What follows belongs to an exercise in optimizing a design on an open flow for small area; a production flow would make more cautious choices.
In this exercise RTL edits were held to simulation tests only and were not proved equivalent to the original.
No activity file was given, so power comes from the tool's default toggle rates.

run A:
==> flow/design.v (excerpt) <==
module ram_tester
#(
     parameter AXI_ID           = 0
)
(
     input          clk_i
    ,input          rst_i
    ,input          cfg_awvalid_i
    ,input  [31:0]  cfg_awaddr_i
    ,input          cfg_wvalid_i
    ,input  [31:0]  cfg_wdata_i
    ,input  [3:0]   cfg_wstrb_i
    ,input          cfg_bready_i
    ,input          cfg_arvalid_i
    ,input  [31:0]  cfg_araddr_i
    ,input          cfg_rready_i
    ,input          outport_awready_i
    ,input          outport_wready_i
    ,input          outport_bvalid_i
    ,input  [1:0]   outport_bresp_i
    ,input  [3:0]   outport_bid_i
    ,input          outport_arready_i
    ,input          outport_rvalid_i
    ,input  [31:0]  outport_rdata_i
    ,input  [1:0]   outport_rresp_i
    ,input  [3:0]   outport_rid_i
    ,input          outport_rlast_i
    ,output         cfg_awready_o
    ,output         cfg_wready_o
    ,output         cfg_bvalid_o
    ,output [1:0]   cfg_bresp_o
    ,output         cfg_arready_o
    ,output         cfg_rvalid_o
    ,output [31:0]  cfg_rdata_o
    ,output [1:0]   cfg_rresp_o
    ,output         outport_awvalid_o
    ,output [31:0]  outport_awaddr_o
    ,output [3:0]   outport_awid_o
    ,output [7:0]   outport_awlen_o
    ,output [1:0]   outport_awburst_o
    ,output         outport_wvalid_o
    ,output [31:0]  outport_wdata_o
    ,output [3:0]   outport_wstrb_o
    ,output         outport_wlast_o
    ,output         outport_bready_o
    ,output         outport_arvalid_o
    ,output [31:0]  outport_araddr_o
    ,output [3:0]   outport_arid_o
    ,output [7:0]   outport_arlen_o
    ,output [1:0]   outport_arburst_o
    ,output         outport_rready_o
);
Size: ~2100 cells after synthesis, about 330 I/O pins.
clock: 10.0 ns
lec_check: 0
cap_margin: 20
core_margin: 2
core_utilization: 70
slew_margin: 20
standard.sh (not shown) runs the stock make flow with config.mk's settings and CLKGATE_MAP_FILE= SYNTH_SCRIPT=/design/flow/synth_recipe.tcl, a recipe that flattens the netlist after the stock synthesis.
==> flow/flow/run.sh <==
#!/bin/bash
# The standard layout (standard.sh: the standard flow's synthesis and ORFS flow), with
# these changes to how the layout is made:
#  - synthesis is synth_recipe.tcl with ABC's script swapped for
#    flow/abc.script (flow/synth.tcl);
#  - port buffers are sky130_fd_sc_hd__buf_1 (every port still gets one);
#  - CTS builds the tree from clkbuf_8 (clusters of at most 16 sinks within
#    60 um) and inserts no dummy loads;
#  - floorplan keeps synthesis's single tie-hi/tie-lo cell for the constant
#    outputs instead of one per load (SKIP_REPAIR_TIE_FANOUT).
# ORFS writes each step's full log under orfs/logs/; the make output goes to
# standard.log in this folder.
set -euo pipefail
export FLOW_WORK="$PWD"
export FLOW_ABC_SCRIPT="$PWD/flow/abc.script"
export BUFFER_PORTS_ARGS="-buffer_cell sky130_fd_sc_hd__buf_1"
export SKIP_REPAIR_TIE_FANOUT=1
export CTS_ARGS="-sink_clustering_enable -repair_clock_nets -dont_use_dummy_load -buf_list sky130_fd_sc_hd__clkbuf_8 -sink_clustering_size 16 -sink_clustering_max_diameter 60"
sed "s#SYNTH_SCRIPT=[^ ]*synth_recipe\.tcl#SYNTH_SCRIPT=$PWD/flow/synth.tcl#" standard.sh > standard_abc.sh
grep -q "SYNTH_SCRIPT=$PWD/flow/synth.tcl" standard_abc.sh
bash standard_abc.sh > standard.log 2>&1
grep -q "flow: ABC script" orfs/logs/*/ram_tester/base/1_2_yosys.log
==> flow/flow/abc.script <==
&get -n
&st
&dch
&nf -R 1000
&st
&syn2
&dch
&nf -R 1000
&st
&dch
&nf -R 1000
&st
&dch
&nf -R 1000
&put
buffer -c
topo
stime -c
upsize -c
dnsize -c
==> flow/flow/synth.tcl <==
# synth_recipe.tcl unchanged, except that ABC maps the logic with
# flow/abc.script (registers are mapped by dfflibmap before ABC runs, so
# they are the standard synthesis's).
trace add variable ::abc_args write flow_abc_script
proc flow_abc_script {args} {
  trace remove variable ::abc_args write flow_abc_script
  set i [lsearch -exact $::abc_args -script]
  lset ::abc_args [expr {$i + 1}] $::env(FLOW_ABC_SCRIPT)
  puts "flow: ABC script $::env(FLOW_ABC_SCRIPT)"
}
source $::env(FLOW_WORK)/synth_recipe.tcl
No stage failed in run A, and the final checks on the layout all came back clean.
[inputs] run B vs run A
--- a/flow/design.v
+++ b/flow/design.v
@@ -441,49 +441,47 @@
 if (rst_i)
     last_vld_q <= 1'b0;
 else if (start_w)
     last_vld_q <= 1'b0;
 else if (outport_rvalid_i)
     last_vld_q <= 1'b1;
 wire [31:0] last_w = last_vld_q ? last_q : 32'h00000000;
-reg [31:0] data_r;
-always @ *
-begin
-    data_r = 32'b0;
-    case (cfg_araddr_i[7:0])
-    8'h0:
-    begin
-        data_r[31:28] = cfg_burst_len_q;
-        data_r[8:8]      = cfg_read_q;
-        data_r[7:7] = cfg_dly_q;
-    end
-    8'h4:    data_r = base_q;
-    8'h8:     data_r = end_q;
-    8'hc:     data_r[0] = busy_w;
-    8'h10: data_r = {current_q, 2'b00};
-    8'h14:   data_r = user_q;
-    8'h18:    data_r = time_w;
-    8'h1c:  data_r = {2'b00, errors_w};
-    8'h20:    data_r = last_w;
-    default:           data_r = 32'b0;
-    endcase
-end
 reg rvalid_q;
 always @ (posedge clk_i or posedge rst_i)
 if (rst_i)
     rvalid_q <= 1'b0;
 else if (read_en_w)
     rvalid_q <= 1'b1;
 else if (cfg_rready_i)
     rvalid_q <= 1'b0;
 assign cfg_rvalid_o = rvalid_q;
 reg [31:0] rd_data_q;
+wire       rd_ld_w = ~rvalid_q;
+wire [7:0] ra_w    = cfg_araddr_i[7:0];
+wire       s_cfg_w  = rd_ld_w & (ra_w == 8'h0);
+wire       s_base_w = rd_ld_w & (ra_w == 8'h4);
+wire       s_end_w  = rd_ld_w & (ra_w == 8'h8);
+wire       s_sts_w  = rd_ld_w & (ra_w == 8'hc);
+wire       s_cur_w  = rd_ld_w & (ra_w == 8'h10);
+wire       s_user_w = rd_ld_w & (ra_w == 8'h14);
+wire       s_time_w = rd_ld_w & (ra_w == 8'h18);
+wire       s_err_w  = rd_ld_w & (ra_w == 8'h1c);
+wire       s_last_w = rd_ld_w & (ra_w == 8'h20);
+wire [31:0] cfg_rd_w = {cfg_burst_len_q, 19'b0, cfg_read_q, cfg_dly_q, 7'b0};
 always @ (posedge clk_i)
-if (!rvalid_q)
-    rd_data_q <= data_r;
+    rd_data_q <= ({32{s_cfg_w}}  & cfg_rd_w)
+               | ({32{s_base_w}} & base_q)
+               | ({32{s_end_w}}  & end_q)
+               | ({32{s_sts_w}}  & {31'b0, busy_w})
+               | ({32{s_cur_w}}  & {current_q, 2'b00})
+               | ({32{s_user_w}} & user_q)
+               | ({32{s_time_w}} & time_w)
+               | ({32{s_err_w}}  & {2'b00, errors_w})
+               | ({32{s_last_w}} & last_w)
+               | ({32{rvalid_q}} & rd_data_q);
 assign cfg_rdata_o = rd_data_q;
 assign cfg_rresp_o = 2'b0;
 reg bvalid_q;
 always @ (posedge clk_i or posedge rst_i)
 if (rst_i)
     bvalid_q <= 1'b0;
 else if (write_en_w)
Results
- Run B ran to completion and came out clean on the timing, DRC and antenna checks.
- Of the two values seen for end point of the critical path, outport_wlast_o was produced by run B and errors_q[29]$_DFF_P_ by run A.
- The combinational share of power in run B was lower than what run A gave.
- Taking run A as the reference point, the final critical-path share of the clock period of run B falls by 2.7 points.
- Run B: number of enable-type register cells in the synthesized netlist is 32 lower than what run A reported.
- Cell area delta (run B − run A): favourable
- Comparing run A and run B, the lower fraction of the yosys area taken by sequential cells is on run B.
- Relative to run A, wire length reported by the detailed router increased by 360 um in run B.

[what the ideal ports hide]
The results above use ideal ports. As a check the final layouts listed here were re-extracted and re-timed, cells and wires unchanged.
Step 1, drivers: a clkbuf_16 drives clk_i and a buf_2 each remaining input, both assumed.
Step 2 also shifts input and output timing later by t, the mid clock arrival at the registers, as if the neighbouring blocks saw the same clock.
Slacks: ideal ports / drivers / drivers and shift; pairs: ideal ports / drivers.
run | t, ns | setup WS [ns] | worst register clock-pin slew, ns
run A | 0.597 | 1.150 / 1.180 / 0.584 | 0.10 / 0.10
run B | 0.677 | 1.425 / 1.375 / 1.089 | 0.11 / 0.11
After both steps setup and hold are still met in every run listed. The setup slack of run A, which loses most, moves by +0.030 ns with the drivers and by -0.566 ns with both steps.
